Context: an optimization exercise on an open-source flow, tuned for small area. The choices shown serve that exercise and are no tape-out recipe. No run shown here included a check of the RTL's function; only the layout flow was run.

==> flow/design.v, too long to show whole: its modules and the start of the top module <==
// module xor_module: 11 lines
// module reg_module: 12 lines
// module reg_26bits: 11 lines
// module hpc3_and_module: 25 lines
// module aes_bp_graph_coloring: 1734 lines
// module gxor2: 1 lines
// module gxnor2: 1 lines
// module gand2: 1 lines
// module gnand2: 1 lines
// module ginv: 1 lines
module aes_bp_graph_coloring (
  input           clk,
  input  [7:0] share0_in,
  input  [7:0] share1_in,
  input  [51:0] rand_bit_share0,
  input  [51:0] rand_bit_share1,
  output [7:0] o_share0,
  output [7:0] o_share1
);
  // ...
==> flow/flow/run.sh <==
#!/bin/bash
set -euo pipefail
bash standard.sh "BUFFER_PORTS_ARGS=-buffer_cell sky130_fd_sc_hd__buf_1" "CTS_ARGS=-sink_clustering_enable -repair_clock_nets -dont_use_dummy_load -buf_list sky130_fd_sc_hd__clkbuf_4 -sink_clustering_size 10 -sink_clustering_max_diameter 50" finish > standard_flow.log 2>&1
==> flow/standard.sh <==
#!/bin/bash
# synth_recipe.tcl (not shown) runs the flow's synth.tcl, then flattens the netlist and writes it again
# the make line also repeats each setting of config.mk as NAME=value (left out here)
make -C /OpenROAD-flow-scripts/flow DESIGN_CONFIG=/design/flow/config.mk WORK_HOME=/design/flow/orfs CLKGATE_MAP_FILE= SYNTH_SCRIPT=/design/flow/synth_recipe.tcl "${@:-finish}"
==> flow/config.mk <==
export PLATFORM = sky130hd
export DESIGN_NAME = aes_bp_graph_coloring
export DESIGN_NICKNAME = aes_bp_graph_coloring
export VERILOG_FILES = /design/flow/design.v
export SDC_FILE = /design/flow/constraint.sdc
export NUM_CORES = 4
export LEC_CHECK = 0
export CAP_MARGIN = 20
export CORE_MARGIN = 2
export CORE_UTILIZATION = 40
export GPL_TIMING_DRIVEN = 0
export SLEW_MARGIN = 20
export SYNTH_HIERARCHICAL = 1
==> flow/constraint.sdc <==
create_clock -name core_clock -period 5.0 [get_ports {clk}]
set_input_delay 1.0000 -clock core_clock [delete_from_list [all_inputs] [get_ports {clk}]]
set_output_delay 1.0000 -clock core_clock [all_outputs]
set_load 0.01 [all_outputs]
==> results.cfg, run 1 <==
[final_layout]
seq-cell-share_pct = 47.36
n_all_buffers = 86
synthToLayoutAreaGrowth_pct = 10.14
dominant_cells = flip-flops and latches
multiInputGateArea_sq_mm = 0.004727
n_all_inverters = 0
final_common_cell = xor2_1

[route]
vias_per_cell = 4.078
antenna_left = 0
drt-met1-wl_microns = 8272
drt_wl_total_microns = 18090

[synthesis]
synth_cell_types = 4
synth-xor-area-share_pct = 42.71

[worst_setup_path]
ff2ff_path_depth = 13
crit_chain = xor2_2 -> xor2_1 -> nand2_1 -> xor2_1 -> xor2_1 -> xor2_1 -> xor2_1 -> xor2_1 -> xor2_1 -> xor2_1 -> xnor2_1 -> buf_1
worst-setup-path-type = flop to output pin
cp-startpoint = m39_r4_0

[placed_design]
place_congestion = 0.8249
portBuffers = 84

[floorplanning]
rows = 57
ios = 137
die_h_microns = 160.5

[clock_network]
cts-root-buf = clkbuf_4
clk-insertion-delay-late_ns = 0.65
cts_buffers = 29

[timing]
setup_ws_ns = 0.3036
hold_violations = 0
skew_ns = 0.05679
final-setup-viol-count = 0

[global_route]
grt_util_met2_pct = 24.88
met3_usage_pct = 2.118
grt_overflow = 0

[status]
status = complete, no violations
==> inputs of run 2 (changes only) <==
==> flow/flow/run.sh (replaced) <==
#!/bin/bash
set -euo pipefail
bash standard.sh "BUFFER_PORTS_ARGS=-buffer_cell sky130_fd_sc_hd__buf_1" "CTS_ARGS=-sink_clustering_enable -repair_clock_nets -dont_use_dummy_load -buf_list sky130_fd_sc_hd__clkbuf_4 -sink_clustering_size 12 -sink_clustering_max_diameter 60" finish > standard_flow.log 2>&1
==> run 2 against run 1 <==
Largest cell class unchanged. Critical path type unchanged. Highest routed layer unchanged. Routed wire length fell by 0.69%. Global-route usage barely moved. Synthesized area did not move. Non-clock buffer count rose by 1. Critical path depth did not move. Clock skew fell by 0.014 ns. Synthesized cell count did not move.
==> results.cfg, run 2 <==
[final_layout]
layout_common_cells = xor2_1, dfxtp_1, nand2_1
stdcell_count = 1306
final_common_cell = xor2_1
final_net_count = 1104
fillerInstances = 2309
synthToLayoutAreaGrowth_pct = 9.905
drive_gt1_share_pct = 3.874

[timing]
worst_slew_pin_slew_ns = 0.7957
final.setup.tns_ns = 0
final-setup-viol-count = 0
rsz0062_at_grt = false
slew-limit-headroom_pct = 46.77
maxSlewViolCount = 0
finalCriticalPeriod_ns = 4.655
skew_ns = 0.04319
fin_crit_sh_pct = 93.10
hold_violations = 0
max_freq_mhz = 214.8

[worst_setup_path]
worst-setup-path-type = flop to output pin
start_kind = flop
crit_chain = xor2_2 -> xor2_1 -> nand2_1 -> xor2_1 -> xor2_1 -> xor2_1 -> xor2_1 -> xor2_1 -> xor2_1 -> xor2_1 -> xnor2_1 -> buf_1
crit_top_cell = xor2_1
cp.arrival_ns = 3.65
ff2ff_path_depth = 13
timing.rr.end = T6_1
reg2reg_slack_ns = 1.24
required_ns = 4.00
cp_slowest_cell = dfxtp_1
end_kind = output pin
path_max_fanout = 4
timing.rr.start = m30_xc_1
cpPeakStageDelay_ns = 0.46

[floorplanning]
coreArea_sq_mm = 0.02418
die_w_microns = 160.5
initial_core_util_pct = 40.54
die_h_microns = 160.5
ios = 137
rows = 57
dieArea_sq_mm = 0.02577

[route]
antenna_left = 0
drt_first_pass_iters = 4
first_iter_violations = 175
routedWlPerCell_microns = 13.75
drt_wl_total_microns = 17960
vias = 5296
vias_per_cell = 4.055
drc = 0

[synthesis]
synthAdderAreaFrac_pct = 0
synth_cell_types = 4
synth_area_leaders = dfxtp_1, xor2_1, nand2_1
seq_area_frac_synth_pct = 52.08
synth.top_cell.area_share_pct = 52.08
synthMostInstantiatedCell = xor2_1
async_flop_share_pct = 0
yosys_warnings = 7
yosys.area_share.simple_pct = 5.208
avgSynthCellArea_sq_um = 11.28
netlist_area_sq_mm = 0.009802
synth_top_family_by_area = XOR/XNOR gates
synth_common_cells = xor2_1, dfxtp_1, nand2_1
ys_ff_latch = 255
syn_nets = 990
postSynthCellCount = 869
yosysTopAreaCell = dfxtp_1
synth-xor-area-share_pct = 42.71
synth_compound_area_share_pct = 0
synthMuxAreaShare_pct = 0
synth_edf_count = 0
synth_flop_cell = dfxtp_1

[job]
drv_cap = 0

[placed_design]
place_congestion = 0.8249
place_inst = 1277
dpl.hpwl_microns = 14850
portBuffers = 84

[global_route]
grt_pass1_vias = 5271
grt_use_total_pct = 14.07
antenna_found_initial = 1
grt_first_pass_wirelength_microns = 28070
grt_start_max_net_pins = 13
grt_overflow = 0

[status]
status = complete, no violations

[clock_network]
hold_buffers = 0
cts_buffers = 25
htree_num_levels = 1
tritoncts = yes
cts-root-buf = clkbuf_4
cts.sinks = 255
clk-insertion-delay-late_ns = 0.63
cts.path.max_buffers = 3
clk_pin_slew_worst_paths_ns = 0.12

[hold_path]
hold_path.class = flop to flop
whs_path_depth = 0
hold_path_end = b0_d3_t17
min_from = b0_d2_t17
==> run 2: cell count changes in the layout (fill, tap and decap cells not counted) <==
| cell | before | now |
|---|---|---|
| clkbuf_4 | 29 | 25 |
| buf_4 | 2 | 3 |
==> run 2: layout make-up <==
class                   count  area [sq um]  share of cell area [%]
flip-flops and latches    255          5112                   47.46
well taps                 324         405.4                   3.763
clock buffers              25         187.7                   1.742
repair buffers             87         337.8                   3.136
diodes                      1         2.502                 0.02323
multi-input cells         614          4727                   43.88
==> run 2: worst max-delay path: cells and delay by family (launching register included) <==
family | cells | cell delay, ns
xor+xnor | 10 | 2.31
flops | 1 | 0.46
buf+inv | 1 | 0.16
simple gates | 1 | 0.09
==> run 2: cells by family after synthesis <==
family,Yosys count
xor gates and xnor gates,478
DFF,255
and+or+nand+nor,136
==> run 2: how the worst max path moves through the flow <==
stage	start	endpoint	cells after the start	slack [ns]
2_1_floorplan	m38_r4_1	o_share1[6]	11	1.28
3_3_place_gp	share0_in[7]	Tm22_0	13	0.56
3_5_place_dp	share0_in[7]	Tm22_0	13	0.53
4_1_cts	m40_r4_1	o_share1[6]	12	0.02
5_1_grt	m40_r4_1	o_share1[6]	12	0.03
6_report	m39_r4_0	o_share0[6]	12	0.35
==> run 2: per-stage QoR <==
stage                     area (sq um)  hold WS, ns  utilization, %  setup WS (ns)
after floorplan                   9802       0.3096               -          1.281
after global placement           10520       0.3111           43.52         0.5645
after detailed placement         10520       0.3121           43.52         0.5279
after CTS                        10710       0.2907           44.30        0.02455
after global routing             10770       0.2925           44.56        0.02586
final                            10770       0.2908           44.56         0.3452
==> run 2: per-module statistics from Yosys (local to each module, per instance) <==
module | flip-flops and latches | area [sq um]
aes_bp_graph_coloring | 255 | 5105
gxnor2 | 0 | 8.758
gnand2 | 0 | 3.754
gxor2 | 0 | 8.758
==> run 2: repair_timing <==
action,4_1_cts,5_1_grt
endpoints found under the setup margin,0,3
setup buffers,0,3
resized for setup,0,10
==> run 2: per-layer routing <==
metal,track usage [%],vias to the layer above,wire length (microns)
met3,2.195,26,572
met2,24.76,95,8841
met4,4.464,0,342
met1,17.68,2323,8206
li1,-,2852,-
met5,0,-,0

==> re-timing with driven ports <==
The flow's constraints put no driver on any port. The routed layouts listed below were extracted and timed again, unchanged, in two steps. Step 1 assumes that a clkbuf_16 drives the clock port and a buf_2 every other input. Step 2 times the ports against the registers' clock, not the clock port: input delays grow and output delays shrink by t, the midpoint of the rising clock arrivals with the driver on. Slacks: no drivers / after step 1 / after step 2; pairs: no drivers / after step 1.
run	t, ns	setup slack, ns	hold slack, ns	worst setup path after step 2	pins driven straight from the clock port
run 1	0.668	0.304 / 0.265 / 0.517	0.291 / 0.291 / 0.291	input to register	1
run 2	0.651	0.345 / 0.305 / 0.550	0.291 / 0.291 / 0.291	input to register	1
After both steps every run listed still meets setup and hold.
